This is an optimization exercise on Yosys and OpenROAD, whose aim is small area, not a production implementation.
Function was checked by simulation only, so behaviour that the tests miss may differ from the original.
No activity file was given, so power comes from the tool's default toggle rates.

<file path="flow/flow/run.sh">
#!/bin/bash
# The standard layout (the standard.sh: standard synthesis, floorplan, power grid,
# tap cells, placement, CTS, routing), with two changes to how cells are chosen:
#  - the port buffers that every input and output gets are sky130_fd_sc_hd__buf_1
#  - CTS uses clkbuf_8 leaf clusters of at most 18 sinks and inserts no dummy loads
# ORFS writes each step's full log under orfs/logs/; make's own output goes to flow_make.log.
set -euo pipefail
bash standard.sh \
  "BUFFER_PORTS_ARGS=-buffer_cell sky130_fd_sc_hd__buf_1" \
  "CTS_ARGS=-sink_clustering_enable -repair_clock_nets -dont_use_dummy_load -buf_list sky130_fd_sc_hd__clkbuf_8 -sink_clustering_size 18 -sink_clustering_max_diameter 60" \
  finish > flow_make.log 2>&1
</file>
<file path="flow/standard.sh">
#!/bin/bash
# synth_recipe.tcl (not shown) runs the flow's synth.tcl, then flattens the netlist and writes it again
# the make line also repeats each setting of config.mk as NAME=value (left out here)
make -C /OpenROAD-flow-scripts/flow DESIGN_CONFIG=/design/flow/config.mk WORK_HOME=/design/flow/orfs CLKGATE_MAP_FILE= SYNTH_SCRIPT=/design/flow/synth_recipe.tcl "${@:-finish}"
</file>
<file path="flow/config.mk">
export PLATFORM = sky130hd
export DESIGN_NAME = Config
export DESIGN_NICKNAME = Config
export VERILOG_FILES = /design/flow/design.v
export SDC_FILE = /design/flow/constraint.sdc
export NUM_CORES = 4
export LEC_CHECK = 0
export CAP_MARGIN = 20
export CORE_MARGIN = 2
export CORE_UTILIZATION = 65
export PLACE_DENSITY = 0.75
export SLEW_MARGIN = 20
export SYNTH_HIERARCHICAL = 1
</file>
<file path="flow/constraint.sdc">
create_clock -name core_clock -period 10.0 [get_ports {CLK}]
set_input_delay 2.0000 -clock core_clock [delete_from_list [all_inputs] [get_ports {CLK}]]
set_output_delay 2.0000 -clock core_clock [all_outputs]
set_load 0.01 [all_outputs]
</file>
<file path="flow/design.v">
module Config (CLK, RST, Rx, ComActive, ReceiveLED, s_clk, s_data, SelfWriteData, SelfWriteStrobe, ConfigWriteData, ConfigWriteStrobe, FrameAddressRegister, LongFrameStrobe, RowSelect);
	input CLK;
	input RST;  
	input Rx;
	output ComActive;
	output ReceiveLED;
	input s_clk;
	input s_data;
	input [31:0] SelfWriteData;
	input SelfWriteStrobe;
	output [31:0] ConfigWriteData;
	output ConfigWriteStrobe;
	output reg [31:0] FrameAddressRegister;
	output LongFrameStrobe;
	output [4:0] RowSelect;
	localparam TimeOutLoad = 15'h7FFF;
	localparam TimeOutEnd = 15'h5922;  
	localparam TestFileChecksum = 20'h4FB00;
	localparam WaitForStartBit=0, DelayAfterStartBit=1, GetBit0=2, GetBit7=9, GetStopBit=10;
	localparam Idle=0, GetID_00=1, GetID_AA=2, GetID_FF=3, GetCommand=4, EvalCommand=5, GetData=6;
	reg RxLocal;
	reg [4:0] ComCount;
	reg [3:0] ComState;
	reg [7:0] ReceivedWord;      
	reg [2:0] PresentState;
	reg HeaderOK;                
	reg HexMode;                 
	reg [14:0] TimeOutCounter;   
	reg [1:0] ByteStage;         
	reg [1:0] GetWordState;
	reg [31:0] UART_WriteData;   
	reg [19:0] CRCReg;
	reg UART_LED;
	reg [21:0] blink;            
	reg blink_bit;               
	wire ComTick = ComCount[4] & ~ComCount[2] & ~ComCount[1] & ComCount[0];  
	wire InWait = (ComState == WaitForStartBit);
	wire StopTick = (ComState == GetStopBit) & ComTick;
	wire TimeToSend = (TimeOutCounter == TimeOutEnd);
	wire blink_zero = (blink[20:0] == 21'd0);
	wire InData = (PresentState == GetData);
	wire ByteDone = StopTick & InData & ~HexMode;
	wire AddByte = ByteStage[0] & ~ByteStage[1];
	wire WriteByte = ByteStage[0] & ByteStage[1];
	wire ClearData = RST | ~InData | TimeToSend;
	wire [7:0] LaneData = ReceivedWord & {8{~ClearData}};
	wire UART_ComActive = InData;
	wire UART_WriteStrobe = ~ByteStage[0] & ByteStage[1] & (GetWordState == 2'd0);  
	always @ (posedge CLK) begin
		RxLocal <= Rx | RST;
		if (InWait)
			ComCount <= 5'b00001;
		else
			ComCount <= {ComCount[3:0], ~(ComCount[4] ^ (ComCount[1] & ~ComCount[2]))};
		if (RST)
			ComState <= WaitForStartBit;
		else if (InWait) begin
			if (!RxLocal)
				ComState <= DelayAfterStartBit;
		end else if (ComTick) begin
			if (ComState == GetStopBit)
				ComState <= WaitForStartBit;
			else
				ComState <= ComState + 4'd1;
		end
		if (ComTick && ComState >= GetBit0 && ComState <= GetBit7)
			ReceivedWord <= {RxLocal, ReceivedWord[7:1]};
		if (StopTick) begin
			case (PresentState)
			GetID_00: HeaderOK <= (ReceivedWord == 8'h00);
			GetID_AA: HeaderOK <= HeaderOK & (ReceivedWord == 8'hAA);
			GetID_FF: HeaderOK <= HeaderOK & (ReceivedWord == 8'hFF);
			GetCommand: begin
				HeaderOK <= HeaderOK & (ReceivedWord[6:0] == 7'h01 || ReceivedWord[6:0] == 7'h02);
				HexMode <= ReceivedWord[7];
			end
			default: ;
			endcase
		end
		if (RST)
			PresentState <= Idle;
		else case (PresentState)
			Idle: if (InWait && !RxLocal) PresentState <= GetID_00;
			GetID_00, GetID_AA, GetID_FF, GetCommand:
				if (TimeToSend) PresentState <= Idle;
				else if (StopTick) PresentState <= PresentState + 3'd1;
			EvalCommand: PresentState <= HeaderOK ? GetData : Idle;
			GetData: if (TimeToSend) PresentState <= Idle;
			default: PresentState <= Idle;
		endcase
		if (PresentState == Idle || ComState == GetStopBit)
			TimeOutCounter <= TimeOutLoad;
		else
			TimeOutCounter <= {TimeOutCounter[13:0], TimeOutCounter[14] ^ TimeOutCounter[13]};
		if (RST)
			ByteStage <= 2'b00;
		else begin
			ByteStage[1] <= ByteStage[0];
			ByteStage[0] <= ByteDone | AddByte;
		end
		if (!InData)
			GetWordState <= 2'd0;
		else if (WriteByte)
			GetWordState <= GetWordState + 2'd1;
		if (ClearData || (WriteByte && GetWordState == 2'd0)) UART_WriteData[31:24] <= LaneData;
		if (ClearData || (WriteByte && GetWordState == 2'd1)) UART_WriteData[23:16] <= LaneData;
		if (ClearData || (WriteByte && GetWordState == 2'd2)) UART_WriteData[15:8] <= LaneData;
		if (ClearData || (WriteByte && GetWordState == 2'd3)) UART_WriteData[7:0] <= LaneData;
		if (RST)
			CRCReg <= TestFileChecksum;
		else if (PresentState == GetCommand)
			CRCReg <= 20'd0;
		else
			CRCReg <= CRCReg + {12'd0, ReceivedWord & {8{AddByte}}};
		if (RST)
			UART_LED <= 1'b0;
		else if (InData)
			UART_LED <= 1'b1;
		else if (PresentState == Idle && CRCReg != TestFileChecksum)
			UART_LED <= blink_bit;
		else
			UART_LED <= 1'b0;
		if (RST) begin
			blink <= 22'd0;
			blink_bit <= 1'b0;
		end else begin
			blink <= {blink[20:0], blink[21] ^ blink[20] ^ blink_zero};
			blink_bit <= blink_bit ^ (blink_zero & ~blink[21]);
		end
	end
	reg [3:0] s_clk_sample;
	reg s_data_sample0;
	reg [2:0] s_data_delay;      
	reg [31:0] serial_data;
	reg [4:0] ctrl_state;
	reg local_strobe;
	reg old_local_strobe;
	reg BitBangWriteStrobe;
	reg [31:0] BitBangWriteData;
	reg BitBangActive;
	function [4:0] kmp_next;
	input [4:0] s;
	input b;
	begin
		case (s)
		5'd0: kmp_next = b ? 5'd1 : 5'd0;
		5'd1: kmp_next = b ? 5'd2 : 5'd0;
		5'd2: kmp_next = b ? 5'd3 : 5'd0;
		5'd3: kmp_next = b ? 5'd4 : 5'd0;
		5'd4: kmp_next = b ? 5'd5 : 5'd0;
		5'd5: kmp_next = b ? 5'd5 : 5'd6;
		5'd6: kmp_next = b ? 5'd7 : 5'd0;
		5'd7: kmp_next = b ? 5'd2 : 5'd8;
		5'd8: kmp_next = b ? 5'd9 : 5'd0;
		5'd9: kmp_next = b ? 5'd2 : 5'd10;
		5'd10: kmp_next = b ? 5'd11 : 5'd0;
		5'd11: kmp_next = b ? 5'd12 : 5'd0;
		5'd12: kmp_next = b ? 5'd3 : 5'd13;
		5'd13: kmp_next = b ? 5'd1 : 5'd14;
		5'd14: kmp_next = b ? 5'd1 : 5'd15;
		5'd15: kmp_next = b ? 5'd17 : 5'd16;
		5'd16: kmp_next = b ? 5'd1 : 5'd0;
		5'd17: kmp_next = b ? 5'd2 : 5'd0;
		default: kmp_next = 5'd0;
		endcase
	end
	endfunction
	wire s_data3 = s_data_delay[2];
	wire bb_rise = ~s_clk_sample[3] & s_clk_sample[2];
	wire bb_fall = s_clk_sample[3] & ~s_clk_sample[2];
	wire on_match = (ctrl_state == 5'd17);
	wire off_match = (ctrl_state == 5'd16);
	always @ (posedge CLK) begin
		s_data_delay <= {s_data_delay[1:0], s_data_sample0};
		old_local_strobe <= local_strobe;  
		if (bb_rise)
			serial_data[31:16] <= serial_data[30:15];
		if (on_match)
			BitBangWriteData <= serial_data;
		if (RST) begin
			s_clk_sample <= 4'b0;
			s_data_sample0 <= 1'b0;
			serial_data[15:0] <= 16'b0;
			ctrl_state <= 5'd0;
			local_strobe <= 1'b0;
			BitBangWriteStrobe <= 1'b0;
			BitBangActive <= 1'b0;
		end else begin
			s_clk_sample <= {s_clk_sample[2:0], s_clk};
			s_data_sample0 <= s_data;
			if (bb_rise)
				serial_data[15:0] <= {serial_data[14:0], s_data3};
			if (bb_fall)
				ctrl_state <= kmp_next(ctrl_state, s_data3);
			local_strobe <= on_match;
			BitBangWriteStrobe <= local_strobe & ~old_local_strobe;
			if (on_match)
				BitBangActive <= 1'b1;
			else if (off_match)
				BitBangActive <= 1'b0;
		end
	end
	wire SelBitBang = ~UART_ComActive & BitBangActive;
	wire SelCPU = ~UART_ComActive & ~BitBangActive;
	genvar gi;
	generate for (gi = 0; gi < 32; gi = gi + 1) begin : g_data
		port_select u_sel (.a(UART_WriteData[gi]), .b(BitBangWriteData[gi]), .sb(SelBitBang), .c(SelfWriteData[gi]), .sc(SelCPU), .y(ConfigWriteData[gi]));
	end endgenerate
	port_select u_sel_strobe (.a(UART_WriteStrobe), .b(BitBangWriteStrobe), .sb(SelBitBang), .c(SelfWriteStrobe), .sc(SelCPU), .y(ConfigWriteStrobe));
	assign ComActive = UART_ComActive;
	assign ReceiveLED = UART_LED ^ BitBangWriteStrobe;
	reg [3:0] FrameShiftState;
	reg synced;
	reg old_reset;
	reg [1:0] frame_strobe;
	wire restart = ~old_reset & (UART_ComActive | BitBangActive);
	wire last_row = ConfigWriteStrobe & (FrameShiftState == 4'd1);
	always @ (posedge CLK) begin
		old_reset <= UART_ComActive | BitBangActive;
		if (RST) begin
			synced <= 1'b0;
			FrameShiftState <= 4'd0;
			FrameAddressRegister <= 32'd0;
			frame_strobe <= 2'b00;
		end else begin
			frame_strobe[1] <= frame_strobe[0];
			frame_strobe[0] <= (last_row & ~restart) | (frame_strobe[0] & ~frame_strobe[1]);
			if (restart) begin
				synced <= 1'b0;
				FrameShiftState <= 4'd0;
			end else if (ConfigWriteStrobe) begin
				if (FrameShiftState != 4'd0) begin
					FrameShiftState <= FrameShiftState - 4'd1;
				end else if (!synced) begin
					if (ConfigWriteData == 32'hFAB0_FAB1)
						synced <= 1'b1;
				end else if (ConfigWriteData[20]) begin
					synced <= 1'b0;
				end else begin
					FrameAddressRegister <= ConfigWriteData;
					FrameShiftState <= 4'd12;
				end
			end
		end
	end
	assign LongFrameStrobe = frame_strobe[1];
	assign RowSelect = ConfigWriteStrobe ? {1'b0, FrameShiftState} : 5'b11111;
endmodule
module port_select (input a, input b, input sb, input c, input sc, output y);
	assign y = a | (b & sb) | (c & sc);
endmodule
</file>
==> flow_summary.rst, run 1 <==
.. list-table::
   :header-rows: 1

   * - Metric
     - Value
   * - Ratio of total power to cell area
     - 156 mW/mm²
   * - Number of cells on the worst reg-to-reg path
     - 11
   * - Total number of nets in the final design
     - 1011
   * - Final Hold Violating Endpoints
     - 0
   * - Worst voltage drop across the vdd grid
     - 132 µV
   * - Remaining design rule violation count
     - 0
   * - Clock Path Buffers
     - 3
   * - Global-route wire length before repair
     - 29.5 mm
   * - Status
     - finished clean
   * - Synth Net Count
     - 915
   * - Data required time at the worst endpoint
     - 8.00 ns
   * - Die Y-Extent
     - 124 µm
   * - Via count of the first global-routing pass
     - 5881
   * - Final estimated routing congestion in global placement
     - 0.827
   * - Fmax
     - 207 MHz
   * - Vias after detailed routing
     - 6648
   * - Via density per instance
     - 5.87
   * - Number of input and output port buffers inserted
     - 109
   * - Post-CTS setup repair buffer count
     - 0
   * - Async set-reset flop share out of synthesis
     - 0%
   * - Maximum fanout count along the critical path
     - 7
   * - WHS Path Cells
     - 0
   * - Final HPWL from detailed placement
     - 12.8 mm
   * - Worst R2R Setup Slack
     - 6.07 ns
   * - Post-synthesis sequential element count
     - 238
   * - Hold-fix buffer count after cts
     - 0
   * - Synthesis Warnings
     - 7
   * - Total wirelength of the detailed-routed design
     - 18.6 mm
   * - Biggest area consumer among synthesized cells
     - sky130_fd_sc_hd__dfxtp_1
   * - Final cell count without fillers
     - 1133
   * - Final cycle utilization of the critical path
     - 48.2%
   * - Number of levels in the clock H-tree
     - 1
   * - DR WL/cell
     - 16.4 µm
   * - Worst reg2reg startpoint
     - PresentState[0]
   * - Die area
     - 0.0153 mm²
   * - TritonCTS clock tree
     - built
   * - Sequential cell area fraction in the yosys report
     - 60.9%
   * - Clock input transition at the sequential cells of the worst setup and hold paths
     - 0.10 ns
   * - Worst Hold Class
     - reg -> reg
   * - Number of sinks handled by clock tree synthesis
     - 238
   * - Leak pwr
     - 3.56 nW
   * - Post-route design area
     - 0.0101 mm²
   * - Leading cell types by total area after synthesis
     - sky130_fd_sc_hd__dfxtp_1, sky130_fd_sc_hd__edfxtp_1, sky130_fd_sc_hd__nand2_1
   * - Area growth, synth to finish
     - 8.32%
   * - Antenna Violating Nets Remaining
     - 0
   * - Clock Root Buffer
     - sky130_fd_sc_hd__clkbuf_8
   * - Horizontal die dimension
     - 124 µm
   * - Number of setup violations in the final report
     - 0
   * - Cell Count Post-Placement
     - 1115
   * - Floorplan core area
     - 0.0139 mm²
   * - Layout filler cell count
     - 1017
   * - Post-synth EDFFs
     - 90
   * - Count of final max-slew check failures
     - 0
   * - Crit path capture type
     - primary output
   * - Number of detailed-routing iterations run before antenna repair
     - 5
   * - Fin Setup TNS
     - 0 ns
   * - Placement-stage cell area
     - 0.00983 mm²
   * - Maximum number of pins on one net before global-route repair
     - 102
   * - Clock period minus worst slack
     - 4.82 ns
   * - Latest clock arrival within the worst-skew pair
     - 0.51 ns
   * - Unique cell type count in the Yosys netlist
     - 65
   * - Std-Cell Rows
     - 43
   * - Final global-route overflow total
     - 0
   * - Unrepaired setup endpoints after global routing
     - no
   * - Post-synthesis average cell area
     - 10.8 µm²
   * - Maxcap violations
     - 0
   * - Tightest Pin Transition
     - 1.10 ns
   * - Worst slew slack as a fraction of its limit
     - 26.8%
   * - Worst-case clock skew
     - 0.0302 ns
   * - Number of cells upsized or downsized after cts
     - 0
   * - Worst reg2reg endpoint
     - FrameAddressRegister[8]
   * - Hold Path Origin
     - local_strobe
   * - Area share of the leading cell type in the synthesized netlist
     - 31.9%
   * - I/O Pins
     - 111
   * - GRT Total Usage
     - 24.4%
   * - Starting Density
     - 66.7%
   * - Initial antenna violation count
     - 0
   * - Number of standard cells after synthesis
     - 859
   * - Type of element launching the critical path
     - input port
   * - Hold Path End
     - old_local_strobe
   * - Fraction of layout cells with a size suffix above 1
     - 3.78%
   * - Worst Path Arrival
     - 2.82 ns
   * - Primary flip-flop cell chosen by synthesis mapping
     - sky130_fd_sc_hd__dfxtp_1
   * - Post-synthesis instance area
     - 0.00930 mm²
   * - Number of buffers created by CTS
     - 17
   * - Critical path start-end classification
     - in -> out
   * - Number of antenna diodes
     - 0
   * - First DRT Iteration DRCs
     - 534
[registers in the layout, summed over array words and instances, names as in the netlist, 5 cells and up]
register	count
BitBangWriteData	32
UART_WriteData	32
serial_data	32
FrameAddressRegister	31
blink	22
CRCReg	20
TimeOutCounter	15
ReceivedWord	8
ComCount	5
ctrl_state	5
[critical path, cell delays in order]
cell and delay [ns]:
sky130_fd_sc_hd__buf_1 0.07, sky130_fd_sc_hd__a221o_1 0.42, sky130_fd_sc_hd__nand2b_1 0.16, sky130_fd_sc_hd__buf_1 0.16
[per-module statistics from Yosys (local to each module, per instance)]
| module | area [µm²] | flops+latches | cells |
|---|---|---|---|
| Config | 8970 | 238 | 826 |
| port_select | 10.0 | 0 | 1 |
[placed cells by master (no fill, tap or decap), types with 13 or more instances in the layout]
| cell type | n |
|---|---|
| sky130_fd_sc_hd__a21oi_1 | 70 |
| sky130_fd_sc_hd__a221o_1 | 33 |
| sky130_fd_sc_hd__and2_1 | 25 |
| sky130_fd_sc_hd__buf_1 | 108 |
| sky130_fd_sc_hd__clkbuf_8 | 17 |
| sky130_fd_sc_hd__dfxtp_1 | 148 |
| sky130_fd_sc_hd__edfxtp_1 | 90 |
| sky130_fd_sc_hd__ha_1 | 17 |
| sky130_fd_sc_hd__inv_1 | 15 |
| sky130_fd_sc_hd__nand2_1 | 135 |
| sky130_fd_sc_hd__nand3_1 | 20 |
| sky130_fd_sc_hd__nor2_1 | 45 |
| sky130_fd_sc_hd__nor2b_1 | 36 |
| sky130_fd_sc_hd__nor4_1 | 13 |
| sky130_fd_sc_hd__o21ai_0 | 17 |
| sky130_fd_sc_hd__or3_1 | 23 |
[worst max path at each step]
stage	start	to	slack [ns]
2_1_floorplan	PresentState[0]	RowSelect[0]	5.34
3_3_place_gp	SelfWriteStrobe	RowSelect[0]	5.22
3_5_place_dp	SelfWriteStrobe	RowSelect[0]	5.18
4_1_cts	SelfWriteStrobe	RowSelect[0]	5.18
5_1_grt	PresentState[0]	RowSelect[0]	5.13
6_report	SelfWriteStrobe	RowSelect[0]	5.18
[power by group]
part | internal, W | total, W | leakage [nW] | switching (W)
clock | 0.000154 | 0.000430 | 0.122 | 0.000276
combinational | 0.0000445 | 0.000116 | 1.32 | 0.0000718
sequential | 0.00101 | 0.00102 | 2.12 | 0.0000109
[cell type report]
class | count | area (µm²) | share of cell area, %
flip-flops and latches | 238 | 5670 | 56.2
repair buffers | 115 | 462 | 4.58
inverters | 16 | 60.1 | 0.596
clock buffers | 17 | 234 | 2.32
well taps | 180 | 225 | 2.24
multi-input cells | 567 | 3430 | 34.0
[cells by family after synthesis]
kind of cell / count (synthesis) / share of synthesized area (%)
xor+xnor: 19 / 1.79
mux: 2 / 0.229
compound gates: 162 / 11.7
other cells: 1 / 0.0403
simple gates: 365 / 20.5
buf+inv: 54 / 2.27
fa+ha+maj: 18 / 2.50
flops: 238 / 60.9
[routing by layer]
layer | global-route usage [%] | vias up | routed length, µm
met2 | 39.4 | 233 | 8540
met4 | 6.11 | 0 | 269
met5 | 0 | - | 0
met1 | 35.4 | 3132 | 8540
li1 | - | 3261 | -
met3 | 3.21 | 22 | 1210
[metrics by stage]
stage / utilization, % / power [W] / setup WS (ns) / hold WS, ns
after floorplan: - / 0.00113 / 5.34 / 0.310
after global placement: 70.5 / 0.00116 / 5.22 / 0.313
after detailed placement: 70.5 / 0.00116 / 5.18 / 0.319
after CTS: 72.2 / 0.00158 / 5.18 / 0.321
after global routing: 72.3 / 0.00163 / 5.13 / 0.340
final: 72.3 / 0.00157 / 5.18 / 0.329
[synth_stat cells (all sizes together), types with 4 or more instances]
master / n
nor2: 45
a31oi: 5
and2: 25
ha: 17
inv: 15
xor2: 9
nor4: 14
and3: 5
dfxtp: 148
a221o: 33
nand3: 20
clkbuf: 32
nand4: 8
xnor2: 10
a21oi: 72
nand3b: 4
or4: 5
nand4b: 4
o211ai: 5
edfxtp: 90
nand2b: 10
nor2b: 36
o21ai: 25
buf: 6
nor3: 11
nand2: 135
or3: 23
==> inputs of run 2 (changes only) <==
--- a/flow/design.v
+++ b/flow/design.v
@@ -14,5 +14,4 @@
 	output LongFrameStrobe;
 	output [4:0] RowSelect;
-	localparam TimeOutLoad = 15'h7FFF;
 	localparam TimeOutEnd = 15'h5922;  
 	localparam TestFileChecksum = 20'h4FB00;
@@ -24,6 +23,5 @@
 	reg [7:0] ReceivedWord;      
 	reg [2:0] PresentState;
-	reg HeaderOK;                
-	reg HexMode;                 
+	reg HeaderOK_HexMode;
 	reg [14:0] TimeOutCounter;   
 	reg [1:0] ByteStage;         
@@ -37,10 +35,51 @@
 	wire InWait = (ComState == WaitForStartBit);
 	wire StopTick = (ComState == GetStopBit) & ComTick;
-	wire TimeToSend = (TimeOutCounter == TimeOutEnd);
-	wire blink_zero = (blink[20:0] == 21'd0);
+	wire [14:0] TimeOut = TimeOutCounter ^ 15'h2AAA;
+	wire [21:0] blink_s = blink ^ 22'h2AAAAA;
+	wire TimeToSend = (TimeOut == TimeOutEnd);
+	wire blink_zero = (blink_s[20:0] == 21'd0);
+	wire TimeOutReload = (PresentState == Idle) | (ComState == GetStopBit);
+	wire TimeOutKeep = ~TimeOutReload;
+	wire NotRST = ~RST;
+	wire [14:0] TimeOutNext;
+	wire [21:0] blink_next;
+	assign TimeOutNext[0] = TimeOutReload | (TimeOut[14] ^ TimeOut[13]);
+	assign blink_next[0] = NotRST & (blink_s[21] ^ blink_s[20] ^ blink_zero);
+	genvar gs;
+	generate
+		for (gs = 1; gs < 15; gs = gs + 1) begin : g_timeout
+			if (gs % 2) begin : g_odd    
+				nor2_cell u_g (.a(TimeOutReload), .b(TimeOutCounter[gs-1]), .y(TimeOutNext[gs]));
+			end else begin : g_even      
+				nand2_cell u_g (.a(TimeOutKeep), .b(TimeOutCounter[gs-1]), .y(TimeOutNext[gs]));
+			end
+		end
+		for (gs = 1; gs < 22; gs = gs + 1) begin : g_blink
+			if (gs % 2) begin : g_odd    
+				nand2_cell u_g (.a(NotRST), .b(blink[gs-1]), .y(blink_next[gs]));
+			end else begin : g_even      
+				nor2_cell u_g (.a(RST), .b(blink[gs-1]), .y(blink_next[gs]));
+			end
+		end
+	endgenerate
 	wire InData = (PresentState == GetData);
-	wire ByteDone = StopTick & InData & ~HexMode;
+	wire ByteDone = StopTick & InData & ~HeaderOK_HexMode;
 	wire AddByte = ByteStage[0] & ~ByteStage[1];
 	wire WriteByte = ByteStage[0] & ByteStage[1];
+	wire InBits = (ComState[3] & ~ComState[1]) | (~ComState[3] & (ComState[2] | ComState[1]));
+	wire [7:0] CRCAddend = ReceivedWord & {8{AddByte}};
+	wire [20:0] CRCCarry;
+	wire [19:0] CRCSum;
+	assign CRCCarry[0] = 1'b0;
+	genvar gc;
+	generate for (gc = 0; gc < 20; gc = gc + 1) begin : g_crc
+		if (gc < 8) begin : g_lo
+			assign CRCSum[gc] = CRCReg[gc] ^ CRCAddend[gc] ^ CRCCarry[gc];
+			assign CRCCarry[gc+1] = (CRCReg[gc] & CRCAddend[gc]) | (CRCCarry[gc] & (CRCReg[gc] ^ CRCAddend[gc]));
+		end else begin : g_hi
+			assign CRCSum[gc] = CRCReg[gc] ^ CRCCarry[gc];
+			assign CRCCarry[gc+1] = CRCReg[gc] & CRCCarry[gc];
+		end
+	end endgenerate
 	wire ClearData = RST | ~InData | TimeToSend;
 	wire [7:0] LaneData = ReceivedWord & {8{~ClearData}};
@@ -62,20 +101,19 @@
 				ComState <= WaitForStartBit;
 			else
-				ComState <= ComState + 4'd1;
-		end
-		if (ComTick && ComState >= GetBit0 && ComState <= GetBit7)
+				ComState <= {ComState[3] ^ (ComState[2] & ComState[1] & ComState[0]), ComState[2] ^ (ComState[1] & ComState[0]), ComState[1] ^ ComState[0], ~ComState[0]};
+		end
+		if (ComTick && InBits)
 			ReceivedWord <= {RxLocal, ReceivedWord[7:1]};
 		if (StopTick) begin
 			case (PresentState)
-			GetID_00: HeaderOK <= (ReceivedWord == 8'h00);
-			GetID_AA: HeaderOK <= HeaderOK & (ReceivedWord == 8'hAA);
-			GetID_FF: HeaderOK <= HeaderOK & (ReceivedWord == 8'hFF);
-			GetCommand: begin
-				HeaderOK <= HeaderOK & (ReceivedWord[6:0] == 7'h01 || ReceivedWord[6:0] == 7'h02);
-				HexMode <= ReceivedWord[7];
-			end
+			GetID_00: HeaderOK_HexMode <= (ReceivedWord == 8'h00);
+			GetID_AA: HeaderOK_HexMode <= HeaderOK_HexMode & (ReceivedWord == 8'hAA);
+			GetID_FF: HeaderOK_HexMode <= HeaderOK_HexMode & (ReceivedWord == 8'hFF);
+			GetCommand: HeaderOK_HexMode <= HeaderOK_HexMode & (ReceivedWord[6:0] == 7'h01 || ReceivedWord[6:0] == 7'h02);
 			default: ;
 			endcase
 		end
+		if (PresentState == EvalCommand)
+			HeaderOK_HexMode <= ReceivedWord[7];
 		if (RST)
 			PresentState <= Idle;
@@ -84,13 +122,10 @@
 			GetID_00, GetID_AA, GetID_FF, GetCommand:
 				if (TimeToSend) PresentState <= Idle;
-				else if (StopTick) PresentState <= PresentState + 3'd1;
-			EvalCommand: PresentState <= HeaderOK ? GetData : Idle;
+				else if (StopTick) PresentState <= {PresentState[2] ^ (PresentState[1] & PresentState[0]), PresentState[1] ^ PresentState[0], ~PresentState[0]};
+			EvalCommand: PresentState <= HeaderOK_HexMode ? GetData : Idle;
 			GetData: if (TimeToSend) PresentState <= Idle;
 			default: PresentState <= Idle;
 		endcase
-		if (PresentState == Idle || ComState == GetStopBit)
-			TimeOutCounter <= TimeOutLoad;
-		else
-			TimeOutCounter <= {TimeOutCounter[13:0], TimeOutCounter[14] ^ TimeOutCounter[13]};
+		TimeOutCounter <= TimeOutNext;
 		if (RST)
 			ByteStage <= 2'b00;
@@ -102,5 +137,5 @@
 			GetWordState <= 2'd0;
 		else if (WriteByte)
-			GetWordState <= GetWordState + 2'd1;
+			GetWordState <= {GetWordState[1] ^ GetWordState[0], ~GetWordState[0]};
 		if (ClearData || (WriteByte && GetWordState == 2'd0)) UART_WriteData[31:24] <= LaneData;
 		if (ClearData || (WriteByte && GetWordState == 2'd1)) UART_WriteData[23:16] <= LaneData;
@@ -112,5 +147,5 @@
 			CRCReg <= 20'd0;
 		else
-			CRCReg <= CRCReg + {12'd0, ReceivedWord & {8{AddByte}}};
+			CRCReg <= CRCSum;
 		if (RST)
 			UART_LED <= 1'b0;
@@ -121,11 +156,9 @@
 		else
 			UART_LED <= 1'b0;
-		if (RST) begin
-			blink <= 22'd0;
+		blink <= blink_next;   
+		if (RST)
 			blink_bit <= 1'b0;
-		end else begin
-			blink <= {blink[20:0], blink[21] ^ blink[20] ^ blink_zero};
-			blink_bit <= blink_bit ^ (blink_zero & ~blink[21]);
-		end
+		else
+			blink_bit <= blink_bit ^ (blink_zero & ~blink_s[21]);
 	end
 	reg [3:0] s_clk_sample;
@@ -171,6 +204,14 @@
 	wire on_match = (ctrl_state == 5'd17);
 	wire off_match = (ctrl_state == 5'd16);
+	wire sd_ld = ~RST & bb_rise;
+	wire sd_hd = ~RST & ~bb_rise;
+	wire [15:0] sd_next;
+	genvar gd;
+	generate for (gd = 0; gd < 16; gd = gd + 1) begin : g_sd
+		ao22_cell u_g (.a(sd_ld), .b(gd == 0 ? s_data3 : serial_data[gd-1]), .c(sd_hd), .d(serial_data[gd]), .y(sd_next[gd]));
+	end endgenerate
 	always @ (posedge CLK) begin
 		s_data_delay <= {s_data_delay[1:0], s_data_sample0};
+		serial_data[15:0] <= sd_next;   
 		old_local_strobe <= local_strobe;  
 		if (bb_rise)
@@ -181,5 +222,4 @@
 			s_clk_sample <= 4'b0;
 			s_data_sample0 <= 1'b0;
-			serial_data[15:0] <= 16'b0;
 			ctrl_state <= 5'd0;
 			local_strobe <= 1'b0;
@@ -189,6 +229,4 @@
 			s_clk_sample <= {s_clk_sample[2:0], s_clk};
 			s_data_sample0 <= s_data;
-			if (bb_rise)
-				serial_data[15:0] <= {serial_data[14:0], s_data3};
 			if (bb_fall)
 				ctrl_state <= kmp_next(ctrl_state, s_data3);
@@ -216,10 +254,18 @@
 	wire restart = ~old_reset & (UART_ComActive | BitBangActive);
 	wire last_row = ConfigWriteStrobe & (FrameShiftState == 4'd1);
+	wire far_load = ~restart & ConfigWriteStrobe & (FrameShiftState == 4'd0) & synced & ~ConfigWriteData[20];
+	wire far_ld = ~RST & far_load;
+	wire far_hd = ~RST & ~far_load;
+	wire [31:0] far_next;
+	genvar gf;
+	generate for (gf = 0; gf < 32; gf = gf + 1) begin : g_far
+		ao22_cell u_g (.a(far_ld), .b(ConfigWriteData[gf]), .c(far_hd), .d(FrameAddressRegister[gf]), .y(far_next[gf]));
+	end endgenerate
 	always @ (posedge CLK) begin
 		old_reset <= UART_ComActive | BitBangActive;
+		FrameAddressRegister <= far_next;   
 		if (RST) begin
 			synced <= 1'b0;
 			FrameShiftState <= 4'd0;
-			FrameAddressRegister <= 32'd0;
 			frame_strobe <= 2'b00;
 		end else begin
@@ -231,5 +277,5 @@
 			end else if (ConfigWriteStrobe) begin
 				if (FrameShiftState != 4'd0) begin
-					FrameShiftState <= FrameShiftState - 4'd1;
+					FrameShiftState <= {FrameShiftState[3] ^ ~(FrameShiftState[2] | FrameShiftState[1] | FrameShiftState[0]), FrameShiftState[2] ^ ~(FrameShiftState[1] | FrameShiftState[0]), FrameShiftState[1] ^ ~FrameShiftState[0], ~FrameShiftState[0]};
 				end else if (!synced) begin
 					if (ConfigWriteData == 32'hFAB0_FAB1)
@@ -238,5 +284,4 @@
 					synced <= 1'b0;
 				end else begin
-					FrameAddressRegister <= ConfigWriteData;
 					FrameShiftState <= 4'd12;
 				end
@@ -250,2 +295,11 @@
 	assign y = a | (b & sb) | (c & sc);
 endmodule
+module nor2_cell (input a, input b, output y);
+	assign y = ~(a | b);
+endmodule
+module nand2_cell (input a, input b, output y);
+	assign y = ~(a & b);
+endmodule
+module ao22_cell (input a, input b, input c, input d, output y);
+	assign y = (a & b) | (c & d);
+endmodule
==> run 2 against run 1 <==
Effect of this change:
- non-clock buffer count rose by 1
- core utilization up 0.65 points
- critical endpoint is now CRCReg[18]
- routed wire length down 2.5%
- still clean
- cell count fell by 12%
- highest routed layer unchanged
- critical path type is now reg -> reg
==> flow_summary.rst, run 2 <==
.. list-table::
   :header-rows: 1

   * - Metric
     - Value
   * - Worst reg2reg startpoint
     - ByteStage[1] (was PresentState[0])
   * - GRT Total Usage
     - 25.1% (was 24.4%)
   * - Primary flip-flop cell chosen by synthesis mapping
     - sky130_fd_sc_hd__dfxtp_1 (unchanged)
   * - Die Y-Extent
     - 120 µm (was 124 µm)
   * - Final-layout worst hold slack
     - 0.339 ns (was 0.329 ns)
   * - Xor/xnor cell area share of the yosys netlist
     - 0.795% (was 1.79%)
   * - Fin util
     - 72.9% (was 72.3%)
   * - Worst slew slack as a fraction of its limit
     - 29.6% (was 26.8%)
   * - Area used by sequential logic in the layout
     - 0.00566 mm² (was 0.00567 mm²)
   * - Post-synthesis average cell area
     - 12.5 µm² (was 10.8 µm²)
   * - Critical path start-end classification
     - reg -> reg (was in -> out)
   * - Biggest area consumer among synthesized cells
     - sky130_fd_sc_hd__dfxtp_1 (unchanged)
   * - Number of cells upsized or downsized after cts
     - 0 (unchanged)
   * - TritonCTS clock tree
     - built (unchanged)
   * - Fin Setup TNS
     - 0 ns (unchanged)
   * - Cell Count Post-Placement
     - 980 (was 1115)
   * - Clock period minus worst slack
     - 5.90 ns (was 4.82 ns)
   * - Total wirelength of the detailed-routed design
     - 18.1 mm (was 18.6 mm)
   * - Number of input and output port buffers inserted
     - 110 (was 109)
   * - Final cell count without fillers
     - 997 (was 1133)
   * - Fmax
     - 170 MHz (was 207 MHz)
   * - Fraction of layout cells with a size suffix above 1
     - 4.38% (was 3.78%)
   * - Final estimated routing congestion in global placement
     - 0.863 (was 0.827)
   * - Area growth, synth to finish
     - 9.52% (was 8.32%)
   * - Total number of nets in the final design
     - 892 (was 1011)
   * - Die area
     - 0.0145 mm² (was 0.0153 mm²)
   * - Number of levels in the clock H-tree
     - 1 (unchanged)
   * - Worst-case clock skew
     - 0.0383 ns (was 0.0302 ns)
   * - Final HPWL from detailed placement
     - 12.9 mm (was 12.8 mm)
   * - Count of final max-slew check failures
     - 0 (unchanged)
   * - Via count of the first global-routing pass
     - 5807 (was 5881)
   * - Number of detailed-routing iterations run before antenna repair
     - 5 (unchanged)
   * - Commonest non-fill, non-tap cell in the layout
     - sky130_fd_sc_hd__dfxtp_1 (unchanged)
   * - Final global-route overflow total
     - 0 (unchanged)
   * - Total power
     - 0.00173 W (was 0.00157 W)
   * - Layout filler cell count
     - 943 (was 1017)
   * - Unrepaired setup endpoints after global routing
     - no (unchanged)
   * - Main combinational cell family by area after synthesis
     - simple AND/OR/NAND/NOR gates (unchanged)
   * - Async set-reset flop share out of synthesis
     - 0% (unchanged)
   * - Starting Density
     - 66.6% (was 66.7%)
   * - I/O Pins
     - 111 (unchanged)
   * - Remaining design rule violation count
     - 0 (unchanged)
   * - Worst Path Arrival
     - 6.24 ns (was 2.82 ns)
   * - Clock Root Buffer
     - sky130_fd_sc_hd__clkbuf_8 (unchanged)
   * - Worst Hold Class
     - reg -> reg (unchanged)
   * - List of most frequent post-synthesis cells
     - sky130_fd_sc_hd__dfxtp_1, sky130_fd_sc_hd__edfxtp_1, sky130_fd_sc_hd__nand2_1 (was sky130_fd_sc_hd__dfxtp_1, sky130_fd_sc_hd__nand2_1, sky130_fd_sc_hd__edfxtp_1)
   * - Startpoint of the most critical setup path
     - ByteStage[1] (was SelfWriteStrobe)
   * - Antenna Violating Nets Remaining
     - 0 (unchanged)
   * - Final Hold Violating Endpoints
     - 0 (unchanged)
   * - Data required time at the worst endpoint
     - 10.34 ns (was 8.00 ns)
   * - Compound-gate portion of the synthesized area
     - 12.8% (was 11.7%)
   * - Post-synthesis instance area
     - 0.00882 mm² (was 0.00930 mm²)
   * - Synthesis Warnings
     - 7 (unchanged)
   * - DR WL/cell
     - 18.1 µm (was 16.4 µm)
   * - Via density per instance
     - 6.03 (was 5.87)
   * - Fraction of the mapped netlist area in simple logic gates
     - 15.0% (was 20.5%)
   * - Post-synthesis adder-cell area fraction
     - 4.99% (was 2.50%)
   * - Number of standard cells after synthesis
     - 706 (was 859)
   * - Clock input transition at the sequential cells of the worst setup and hold paths
     - 0.11 ns (was 0.10 ns)
   * - Global-route wire length before repair
     - 29.2 mm (was 29.5 mm)
   * - Worst voltage drop across the vdd grid
     - 135 µV (was 132 µV)
   * - Hold Path Origin
     - s_data_delay[0] (was local_strobe)
   * - Unique cell type count in the Yosys netlist
     - 56 (was 65)
   * - Post-CTS setup repair buffer count
     - 0 (unchanged)
   * - Maxcap violations
     - 0 (unchanged)
   * - Std-Cell Rows
     - 42 (was 43)
   * - Multi-input gate area in the final layout
     - 0.00300 mm² (was 0.00343 mm²)
   * - Synth Net Count
     - 775 (was 915)
   * - Latest clock arrival within the worst-skew pair
     - 0.51 ns (about the same)
   * - Initial antenna violation count
     - 0 (unchanged)
   * - Final cycle utilization of the critical path
     - 59.0% (was 48.2%)
   * - Vias after detailed routing
     - 6008 (was 6648)
   * - Tightest Pin Transition
     - 1.05 ns (was 1.10 ns)
   * - Number of antenna diodes
     - 0 (unchanged)
   * - Number of sinks handled by clock tree synthesis
     - 238 (unchanged)
   * - Number of buffers created by CTS
     - 17 (unchanged)
   * - Number of setup violations in the final report
     - 0 (unchanged)
   * - Most frequent cells in the layout
     - sky130_fd_sc_hd__dfxtp_1, sky130_fd_sc_hd__buf_1, sky130_fd_sc_hd__edfxtp_1 (was sky130_fd_sc_hd__dfxtp_1, sky130_fd_sc_hd__nand2_1, sky130_fd_sc_hd__buf_1)
   * - Sequential cell area fraction in the yosys report
     - 64.1% (was 60.9%)
   * - Status
     - finished clean (unchanged)
   * - Maximum number of pins on one net before global-route repair
     - 43 (was 102)
   * - Area share of the leading cell type in the synthesized netlist
     - 33.8% (was 31.9%)
   * - Maximum fanout count along the critical path
     - 9 (was 7)
   * - Type of element launching the critical path
     - register (was input port)
   * - Leak pwr
     - 3.63 nW (was 3.56 nW)
   * - Clock Path Buffers
     - 3 (unchanged)
   * - Post-synthesis sequential element count
     - 238 (unchanged)
   * - First DRT Iteration DRCs
     - 414 (was 534)
   * - Leading cell types by total area after synthesis
     - sky130_fd_sc_hd__dfxtp_1, sky130_fd_sc_hd__edfxtp_1, sky130_fd_sc_hd__a22o_1 (was sky130_fd_sc_hd__dfxtp_1, sky130_fd_sc_hd__edfxtp_1, sky130_fd_sc_hd__nand2_1)
   * - Ratio of total power to cell area
     - 180 mW/mm² (was 156 mW/mm²)
   * - Floorplan core area
     - 0.0132 mm² (was 0.0139 mm²)
   * - Most repeated cell in the gate-level netlist after synthesis
     - sky130_fd_sc_hd__dfxtp_1 (unchanged)
   * - Horizontal die dimension
     - 120 µm (was 124 µm)
   * - Crit path capture type
     - register (was primary output)
   * - Hold-fix buffer count after cts
     - 0 (unchanged)
   * - Multiplexer area fraction after synthesis
     - 0.227% (was 0.229%)
   * - Post-synth EDFFs
     - 89 (was 90)
==> run 2: cell count changes in the layout (fill, tap and decap cells not counted), moves of 10 or more <==
cell	change
sky130_fd_sc_hd__nand2_1	-69
sky130_fd_sc_hd__a21oi_1	-48
sky130_fd_sc_hd__a22o_1	+49
sky130_fd_sc_hd__nor2_1	+10
sky130_fd_sc_hd__nor2b_1	-23
sky130_fd_sc_hd__o21ai_0	-11
sky130_fd_sc_hd__or3_1	-21
==> run 2: per-module statistics from Yosys, one instance, submodules excluded <==
module | flops+latches | cells | cell area, µm² | times used
Config | 238 | 590 | 7940 | 1
ao22_cell | 0 | 1 | 8.76 | 48
nand2_cell | 0 | 1 | 3.75 | 18
nor2_cell | 0 | 1 | 3.75 | 17
port_select | 0 | 1 | 10.0 | 33
==> run 2: logic make-up (layout without fill, tap and decap cells) <==
logic type	count (synthesis)	in the layout
multiplexers	2	2
AO/OA/AOI/OAI	138	138
flip-flops	238	238
buffers and inverters	42	157
adder cells (fa/ha/maj)	31	31
XOR/XNOR	8	8
AND/OR/NAND/NOR	247	247
==> run 2: area by class of cell <==
class                      count  share of cell area (%)
timing repair buffer         116                    4.73
inverter                      24                   0.933
tap                          176                    2.28
multi-input combinational    426                    31.1
clock buffer                  17                    2.42
sequential                   238                    58.6
==> run 2: worst paths after layout <==
check	endpoint	slack, ns	depth (start not counted)
worst max-delay path	CRCReg[18]	4.10	27
worst min-delay path	s_data_delay[1]	0.34	0
worst max register to register	CRCReg[18]	4.10	27
worst min register to register	s_data_delay[1]	0.34	0
==> run 2: worst max-delay path: stages (launching register included) <==
cell,delay (ns)
sky130_fd_sc_hd__dfxtp_1,0.46
sky130_fd_sc_hd__nor2b_1,0.18
sky130_fd_sc_hd__and2_1,0.20
sky130_fd_sc_hd__ha_1,0.17
sky130_fd_sc_hd__inv_1,0.07
sky130_fd_sc_hd__fa_1,0.19
sky130_fd_sc_hd__fa_1,0.17
sky130_fd_sc_hd__inv_1,0.06
sky130_fd_sc_hd__fa_1,0.44
sky130_fd_sc_hd__fa_1,0.44
sky130_fd_sc_hd__fa_1,0.43
sky130_fd_sc_hd__fa_1,0.41
sky130_fd_sc_hd__inv_1,0.09
sky130_fd_sc_hd__fa_1,0.16
sky130_fd_sc_hd__inv_1,0.04
sky130_fd_sc_hd__ha_1,0.17
sky130_fd_sc_hd__ha_1,0.18
sky130_fd_sc_hd__ha_1,0.18
sky130_fd_sc_hd__ha_1,0.18
sky130_fd_sc_hd__ha_1,0.18
sky130_fd_sc_hd__ha_1,0.18
sky130_fd_sc_hd__ha_1,0.18
sky130_fd_sc_hd__ha_1,0.18
sky130_fd_sc_hd__ha_1,0.19
sky130_fd_sc_hd__ha_1,0.19
sky130_fd_sc_hd__ha_1,0.27
sky130_fd_sc_hd__nand2_1,0.06
sky130_fd_sc_hd__nand2_1,0.06
==> run 2: metrics by stage <==
| step | area [µm²] | worst slack [ns] |
|---|---|---|
| after detailed placement | 9410 | 4.19 |
| after CTS | 9650 | 4.14 |
| after global placement | 9410 | 4.43 |
| after global routing | 9660 | 3.80 |
| final | 9660 | 4.10 |
| after floorplan | 8820 | 4.38 |
==> run 2: power by group <==
group          leakage (nW)  switching (W)  internal [W]
clock                 0.122       0.000273      0.000154
combinational          1.43       0.000158     0.0000889
sequential             2.08      0.0000242       0.00104
total                  3.63       0.000455       0.00128
==> run 2: layer usage <==
| layer | routed length [µm] | global-route usage (%) | share of wire, % | vias up |
|---|---|---|---|---|
| met4 | 261 | 5.74 | 1.4 | 0 |
| met5 | 0 | 0 | 0 | - |
| met3 | 1210 | 3.40 | 6.7 | 22 |
| met2 | 8870 | 43.5 | 49 | 222 |
| li1 | - | - | - | 2829 |
| met1 | 7750 | 33.9 | 43 | 2935 |
==> inputs of run 3 (changes only) <==
--- a/flow/design.v
+++ b/flow/design.v
@@ -16,6 +16,6 @@
 	localparam TimeOutEnd = 15'h5922;  
 	localparam TestFileChecksum = 20'h4FB00;
-	localparam WaitForStartBit=0, DelayAfterStartBit=1, GetBit0=2, GetBit7=9, GetStopBit=10;
-	localparam Idle=0, GetID_00=1, GetID_AA=2, GetID_FF=3, GetCommand=4, EvalCommand=5, GetData=6;
+	localparam WaitForStartBit=4'b0000, DelayAfterStartBit=4'b0001, GetBit0=4'b1000, GetStopBit=4'b0010;
+	localparam Idle=3'b000, GetID_00=3'b001, GetID_AA=3'b011, GetID_FF=3'b010, GetCommand=3'b110, EvalCommand=3'b111, GetData=3'b101;
 	reg RxLocal;
 	reg [4:0] ComCount;
@@ -33,11 +33,12 @@
 	reg blink_bit;               
 	wire ComTick = ComCount[4] & ~ComCount[2] & ~ComCount[1] & ComCount[0];  
-	wire InWait = (ComState == WaitForStartBit);
-	wire StopTick = (ComState == GetStopBit) & ComTick;
+	wire InWait = ~ComState[3] & ~ComState[1] & ~ComState[0];
+	wire InStop = ~ComState[3] & ComState[1];
+	wire StopTick = InStop & ComTick;
 	wire [14:0] TimeOut = TimeOutCounter ^ 15'h2AAA;
 	wire [21:0] blink_s = blink ^ 22'h2AAAAA;
 	wire TimeToSend = (TimeOut == TimeOutEnd);
 	wire blink_zero = (blink_s[20:0] == 21'd0);
-	wire TimeOutReload = (PresentState == Idle) | (ComState == GetStopBit);
+	wire TimeOutReload = (PresentState == Idle) | InStop;
 	wire TimeOutKeep = ~TimeOutReload;
 	wire NotRST = ~RST;
@@ -63,9 +64,9 @@
 		end
 	endgenerate
-	wire InData = (PresentState == GetData);
+	wire InData = PresentState[2] & ~PresentState[1];    
 	wire ByteDone = StopTick & InData & ~HeaderOK_HexMode;
 	wire AddByte = ByteStage[0] & ~ByteStage[1];
 	wire WriteByte = ByteStage[0] & ByteStage[1];
-	wire InBits = (ComState[3] & ~ComState[1]) | (~ComState[3] & (ComState[2] | ComState[1]));
+	wire InBits = ComState[3];
 	wire [7:0] CRCAddend = ReceivedWord & {8{AddByte}};
 	wire [20:0] CRCCarry;
@@ -98,8 +99,12 @@
 				ComState <= DelayAfterStartBit;
 		end else if (ComTick) begin
-			if (ComState == GetStopBit)
+			if (InStop)
 				ComState <= WaitForStartBit;
+			else if (!InBits)
+				ComState <= GetBit0;
+			else if (ComState[2:0] == 3'b111)
+				ComState <= GetStopBit;
 			else
-				ComState <= {ComState[3] ^ (ComState[2] & ComState[1] & ComState[0]), ComState[2] ^ (ComState[1] & ComState[0]), ComState[1] ^ ComState[0], ~ComState[0]};
+				ComState <= {1'b1, ComState[2] ^ (ComState[1] & ComState[0]), ComState[1] ^ ComState[0], ~ComState[0]};
 		end
 		if (ComTick && InBits)
@@ -120,7 +125,8 @@
 		else case (PresentState)
 			Idle: if (InWait && !RxLocal) PresentState <= GetID_00;
-			GetID_00, GetID_AA, GetID_FF, GetCommand:
-				if (TimeToSend) PresentState <= Idle;
-				else if (StopTick) PresentState <= {PresentState[2] ^ (PresentState[1] & PresentState[0]), PresentState[1] ^ PresentState[0], ~PresentState[0]};
+			GetID_00: if (TimeToSend) PresentState <= Idle; else if (StopTick) PresentState <= GetID_AA;
+			GetID_AA: if (TimeToSend) PresentState <= Idle; else if (StopTick) PresentState <= GetID_FF;
+			GetID_FF: if (TimeToSend) PresentState <= Idle; else if (StopTick) PresentState <= GetCommand;
+			GetCommand: if (TimeToSend) PresentState <= Idle; else if (StopTick) PresentState <= EvalCommand;
 			EvalCommand: PresentState <= HeaderOK_HexMode ? GetData : Idle;
 			GetData: if (TimeToSend) PresentState <= Idle;
@@ -202,6 +208,6 @@
 	wire bb_rise = ~s_clk_sample[3] & s_clk_sample[2];
 	wire bb_fall = s_clk_sample[3] & ~s_clk_sample[2];
-	wire on_match = (ctrl_state == 5'd17);
-	wire off_match = (ctrl_state == 5'd16);
+	wire on_match = ctrl_state[4] & ctrl_state[0];
+	wire off_match = ctrl_state[4] & ~ctrl_state[0];
 	wire sd_ld = ~RST & bb_rise;
 	wire sd_hd = ~RST & ~bb_rise;
==> run 3 against run 2 <==
Effect of this change:
- first-iteration DRC count increased by 17%
- register-to-register slack improved by 0.05 ns
- highest routed layer unchanged
- still clean
- hold slack got worse by 0.0030 ns
==> flow_summary.rst, run 3 <==
.. list-table::
   :header-rows: 1

   * - Metric
     - Value
   * - Latest clock arrival within the worst-skew pair
     - 0.51 ns (about the same)
   * - Multiplexer area fraction after synthesis
     - 0.116% (was 0.227%)
   * - Fin Setup TNS
     - 0 ns (unchanged)
   * - Tightest Pin Transition
     - 1.01 ns (was 1.05 ns)
   * - Maximum fanout count along the critical path
     - 9 (unchanged)
   * - Data required time at the worst endpoint
     - 10.40 ns (was 10.34 ns)
   * - Remaining design rule violation count
     - 0 (unchanged)
   * - Ratio of total power to cell area
     - 162 mW/mm² (was 180 mW/mm²)
   * - Most repeated cell in the gate-level netlist after synthesis
     - sky130_fd_sc_hd__dfxtp_1 (unchanged)
   * - Std-Cell Rows
     - 42 (unchanged)
   * - First DRT Iteration DRCs
     - 483 (was 414)
   * - Area share of the leading cell type in the synthesized netlist
     - 34.6% (was 33.8%)
   * - Worst reg2reg startpoint
     - ByteStage[0] (was ByteStage[1])
   * - Initial antenna violation count
     - 0 (unchanged)
   * - Sequential cell fraction of total power
     - 66.8% (was 61.1%)
   * - Maxcap violations
     - 0 (unchanged)
   * - Biggest area consumer among synthesized cells
     - sky130_fd_sc_hd__dfxtp_1 (unchanged)
   * - Worst R2R Setup Slack
     - 4.15 ns (was 4.10 ns)
   * - Critical path start-end classification
     - reg -> reg (unchanged)
   * - GRT Total Usage
     - 24.4% (was 25.1%)
   * - Number of detailed-routing iterations run before antenna repair
     - 5 (unchanged)
   * - Placement-stage cell area
     - 0.00926 mm² (was 0.00941 mm²)
   * - Type of element launching the critical path
     - register (unchanged)
   * - Worst-case clock skew
     - 0.0531 ns (was 0.0383 ns)
   * - Worst voltage drop across the vdd grid
     - 148 µV (was 135 µV)
   * - WHS Path Cells
     - 0 (unchanged)
   * - Synthesis Warnings
     - 7 (unchanged)
   * - Unique cell type count in the Yosys netlist
     - 51 (was 56)
   * - Clock Path Buffers
     - 3 (unchanged)
   * - Xor/xnor cell area share of the yosys netlist
     - 0.812% (was 0.795%)
   * - Post-synthesis average cell area
     - 12.5 µm² (about the same)
   * - Antenna Violating Nets Remaining
     - 0 (unchanged)
   * - Number of input and output port buffers inserted
     - 110 (unchanged)
   * - Global-route wire length before repair
     - 27.8 mm (was 29.2 mm)
   * - Most frequent cells in the layout
     - sky130_fd_sc_hd__dfxtp_1, sky130_fd_sc_hd__buf_1, sky130_fd_sc_hd__edfxtp_1 (unchanged)
   * - Worst Hold Class
     - reg -> reg (unchanged)
   * - Clock input transition at the sequential cells of the worst setup and hold paths
     - 0.11 ns (about the same)
   * - DR WL/cell
     - 17.5 µm (was 18.1 µm)
   * - Number of buffers created by CTS
     - 17 (unchanged)
   * - Commonest non-fill, non-tap cell in the layout
     - sky130_fd_sc_hd__dfxtp_1 (unchanged)
   * - Post-synthesis adder-cell area fraction
     - 4.23% (was 4.99%)
   * - List of most frequent post-synthesis cells
     - sky130_fd_sc_hd__dfxtp_1, sky130_fd_sc_hd__edfxtp_1, sky130_fd_sc_hd__nand2_1 (unchanged)
   * - Share of total power in the clock network
     - 27.3% (was 24.6%)
   * - Compound-gate portion of the synthesized area
     - 12.6% (was 12.8%)
   * - Area growth, synth to finish
     - 10.1% (was 9.52%)
   * - Post-route design area
     - 0.00951 mm² (was 0.00966 mm²)
   * - Area used by sequential logic in the layout
     - 0.00566 mm² (unchanged)
   * - Worst Path Arrival
     - 6.25 ns (was 6.24 ns)
   * - Sequential cell area fraction in the yosys report
     - 65.5% (was 64.1%)
   * - Switching power total
     - 0.000341 W (was 0.000455 W)
   * - Final cycle utilization of the critical path
     - 58.5% (was 59.0%)
   * - Number of levels in the clock H-tree
     - 1 (unchanged)
   * - Vias after detailed routing
     - 5799 (was 6008)
   * - Layout filler cell count
     - 919 (was 943)
   * - Die Y-Extent
     - 119 µm (was 120 µm)
   * - Total number of nets in the final design
     - 872 (was 892)
   * - Final Hold Violating Endpoints
     - 0 (unchanged)
   * - Number of cells on the worst reg-to-reg path
     - 27 (unchanged)
   * - Post-synth EDFFs
     - 89 (unchanged)
   * - Combinational Power Share
     - 6.0% (was 14.2%)
   * - Number of setup violations in the final report
     - 0 (unchanged)
   * - Clock period minus worst slack
     - 5.85 ns (was 5.90 ns)
   * - Synth Net Count
     - 753 (was 775)
   * - TritonCTS clock tree
     - built (unchanged)
   * - Multi-input gate area in the final layout
     - 0.00284 mm² (was 0.00300 mm²)
   * - Async set-reset flop share out of synthesis
     - 0% (unchanged)
   * - Floorplan core area
     - 0.0131 mm² (was 0.0132 mm²)
   * - Fmax
     - 171 MHz (was 170 MHz)
   * - Main combinational cell family by area after synthesis
     - simple AND/OR/NAND/NOR gates (unchanged)
   * - Number of sinks handled by clock tree synthesis
     - 238 (unchanged)
   * - Post-CTS setup repair buffer count
     - 0 (unchanged)
   * - Final HPWL from detailed placement
     - 12.0 mm (was 12.9 mm)
   * - Hold Path Origin
     - s_data_delay[1] (was s_data_delay[0])
   * - Worst slew slack as a fraction of its limit
     - 32.3% (was 29.6%)
   * - Die area
     - 0.0142 mm² (was 0.0145 mm²)
   * - Switch share
     - 22.1% (was 26.3%)
   * - Unrepaired setup endpoints after global routing
     - no (unchanged)
   * - Clock Root Buffer
     - sky130_fd_sc_hd__clkbuf_8 (unchanged)
   * - Fraction of the mapped netlist area in simple logic gates
     - 15.0% (about the same)
   * - Worst reg2reg endpoint
     - CRCReg[18] (unchanged)
   * - Status
     - finished clean (unchanged)
   * - I/O Pins
     - 111 (unchanged)
   * - P_int
     - 0.00120 W (was 0.00128 W)
   * - Count of final max-slew check failures
     - 0 (unchanged)
   * - Horizontal die dimension
     - 119 µm (was 120 µm)
   * - Hold-fix buffer count after cts
     - 0 (unchanged)
   * - Post-synthesis instance area
     - 0.00863 mm² (was 0.00882 mm²)
   * - Number of standard cells after synthesis
     - 690 (was 706)
   * - Total wirelength of the detailed-routed design
     - 17.2 mm (was 18.1 mm)
   * - Via count of the first global-routing pass
     - 5552 (was 5807)
   * - Starting Density
     - 65.9% (was 66.6%)
   * - Leak pwr
     - 3.57 nW (was 3.63 nW)
   * - Leading cell types by total area after synthesis
     - sky130_fd_sc_hd__dfxtp_1, sky130_fd_sc_hd__edfxtp_1, sky130_fd_sc_hd__a22o_1 (unchanged)
   * - Hold Path End
     - s_data_delay[2] (was s_data_delay[1])
   * - Final estimated routing congestion in global placement
     - 0.842 (was 0.863)
   * - Via density per instance
     - 5.90 (was 6.03)
   * - Primary flip-flop cell chosen by synthesis mapping
     - sky130_fd_sc_hd__dfxtp_1 (unchanged)
   * - Final global-route overflow total
     - 0 (unchanged)
   * - Post-synthesis sequential element count
     - 238 (unchanged)
   * - Number of antenna diodes
     - 0 (unchanged)
   * - Crit path capture type
     - register (unchanged)
   * - Fraction of layout cells with a size suffix above 1
     - 4.09% (was 4.38%)
   * - Number of cells upsized or downsized after cts
     - 0 (unchanged)
   * - Maximum number of pins on one net before global-route repair
     - 38 (was 43)
==> run 3: cell types whose count changed after synthesis, sizes merged, moves of 5 or more <==
cell,change
ha,-6
inv,-5
buf,-8
clkbuf,+9
a211oi,-6
and3,+8
o21ai,+7
and2,-7
==> run 3: routing by layer <==
| layer | wire length [µm] | share of wire [%] | track usage, % |
|---|---|---|---|
| met5 | 0 | 0 | 0 |
| met4 | 312 | 1.8 | 6.47 |
| met3 | 1040 | 6.1 | 3.16 |
| met2 | 8400 | 49 | 42.6 |
| met1 | 7430 | 43 | 32.4 |
==> run 3: per-stage QoR <==
| step | hold slack (ns) | worst slack, ns | util, % | power [W] | std cells |
|---|---|---|---|---|---|
| 6_report | 0.336 | 4.15 | 72.6 | 0.00154 | 983 |
| 5_1_grt | 0.352 | 3.82 | 72.6 | 0.00159 | 983 |
| 2_1_floorplan | 0.310 | 4.38 | - | 0.00111 | 690 |
| 4_1_cts | 0.339 | 4.12 | 72.5 | 0.00155 | 982 |
| 3_3_place_gp | 0.313 | 4.44 | 70.7 | 0.00114 | 965 |
| 3_5_place_dp | 0.315 | 4.12 | 70.7 | 0.00114 | 965 |
==> run 3: kinds of logic (layout without fill, tap and decap cells) <==
| family | after synthesis | in the layout |
|---|---|---|
| and+or+nand+nor | 242 | 242 |
| xor gates and xnor gates | 8 | 8 |
| adders and majority gates | 25 | 25 |
| muxes | 1 | 1 |
| DFF | 238 | 238 |
| AOI/OAI and AO/OA | 138 | 138 |
| buffers and inverters | 38 | 155 |
==> run 3: how the worst max path moves through the flow <==
| stage | end | cells past startpoint | startpoint | slack [ns] |
|---|---|---|---|---|
| after detailed placement | CRCReg[18] | 27 | ByteStage[1] | 4.12 |
| after floorplan | CRCReg[18] | 29 | ByteStage[0] | 4.38 |
| final | CRCReg[18] | 27 | ByteStage[0] | 4.15 |
| after global routing | CRCReg[18] | 27 | ByteStage[1] | 3.82 |
| after CTS | CRCReg[18] | 27 | ByteStage[1] | 4.12 |
| after global placement | CRCReg[18] | 27 | ByteStage[0] | 4.44 |
==> run 3: worst max-delay path: stages, from the launching register on <==
cell and delay [ns]:
sky130_fd_sc_hd__dfxtp_1 0.40, sky130_fd_sc_hd__nor2b_1 0.24, sky130_fd_sc_hd__and2_1 0.19, sky130_fd_sc_hd__ha_1 0.17, sky130_fd_sc_hd__inv_1 0.07, sky130_fd_sc_hd__fa_1 0.22
sky130_fd_sc_hd__fa_1 0.19, sky130_fd_sc_hd__inv_1 0.06, sky130_fd_sc_hd__fa_1 0.41, sky130_fd_sc_hd__fa_1 0.44, sky130_fd_sc_hd__fa_1 0.44, sky130_fd_sc_hd__fa_1 0.39
sky130_fd_sc_hd__inv_1 0.08, sky130_fd_sc_hd__fa_1 0.16, sky130_fd_sc_hd__inv_1 0.04, sky130_fd_sc_hd__ha_1 0.17, sky130_fd_sc_hd__ha_1 0.19, sky130_fd_sc_hd__ha_1 0.18
sky130_fd_sc_hd__ha_1 0.18, sky130_fd_sc_hd__ha_1 0.19, sky130_fd_sc_hd__ha_1 0.18, sky130_fd_sc_hd__ha_1 0.18, sky130_fd_sc_hd__ha_1 0.18, sky130_fd_sc_hd__ha_1 0.18
sky130_fd_sc_hd__ha_1 0.18, sky130_fd_sc_hd__ha_1 0.28, sky130_fd_sc_hd__nand2_1 0.07, sky130_fd_sc_hd__nand2_1 0.07
==> run 3: power by group through the flow <==
stage          clock network (W)  logic [W]  registers [W]
5_1_grt                 0.000458   0.000102        0.00103
2_1_floorplan                  0  0.0000709        0.00104
3_3_place_gp                   0  0.0000886        0.00105
3_5_place_dp                   0  0.0000909        0.00105
6_report                0.000421  0.0000920        0.00103
4_1_cts                 0.000431  0.0000910        0.00103
==> run 3: final cells by class <==
type                            instances  share of cell area [%]
Timing Repair Buffer                  119                    5.05
Tap cell                              176                    2.32
Sequential cell                       238                    59.5
Inverter                               19                   0.750
Clock buffer                           17                    2.46
Multi-Input combinational cell        414                    29.9
==> run 3: modules after synthesis, one instance, submodules excluded <==
module | area (µm²) | flops+latches | cells inside | copies in the design
nand2_cell | 3.75 | 0 | 1 | 18
ao22_cell | 8.76 | 0 | 1 | 48
Config | 7750 | 238 | 574 | 1
nor2_cell | 3.75 | 0 | 1 | 17
port_select | 10.0 | 0 | 1 | 33

==> what the ideal ports hide <==
Ports are ideal in the flow. The routed layouts listed here were re-timed in OpenROAD. Step 1 sets driving cells, clkbuf_16 on the clock port and buf_2 on the other inputs (assumed; they add their load-dependent delay and slew). Step 2 times the ports against the registers' clock, not the clock port: input delays grow and output delays shrink by t, the midpoint of the rising clock arrivals with the driver on. Three values: ideal, step 1, step 2; two values: the first two.
run | t (ns) | slack for setup (ns) | worst setup path after step 2 | worst slew at a driven data input, ns | pins driven straight from the clock port
run 1 | 0.532 | 5.178 / 5.155 / 5.155 | input to output | 0.04 | 1
run 2 | 0.526 | 4.103 / 4.103 / 4.103 | register to register | 0.04 | 1
run 3 | 0.523 | 4.150 / 4.150 / 4.150 | register to register | 0.04 | 1
After both steps every run listed still meets setup and hold. The setup slack of run 1, which loses most, moves by -0.023 ns with the drivers and by -0.023 ns with both steps.
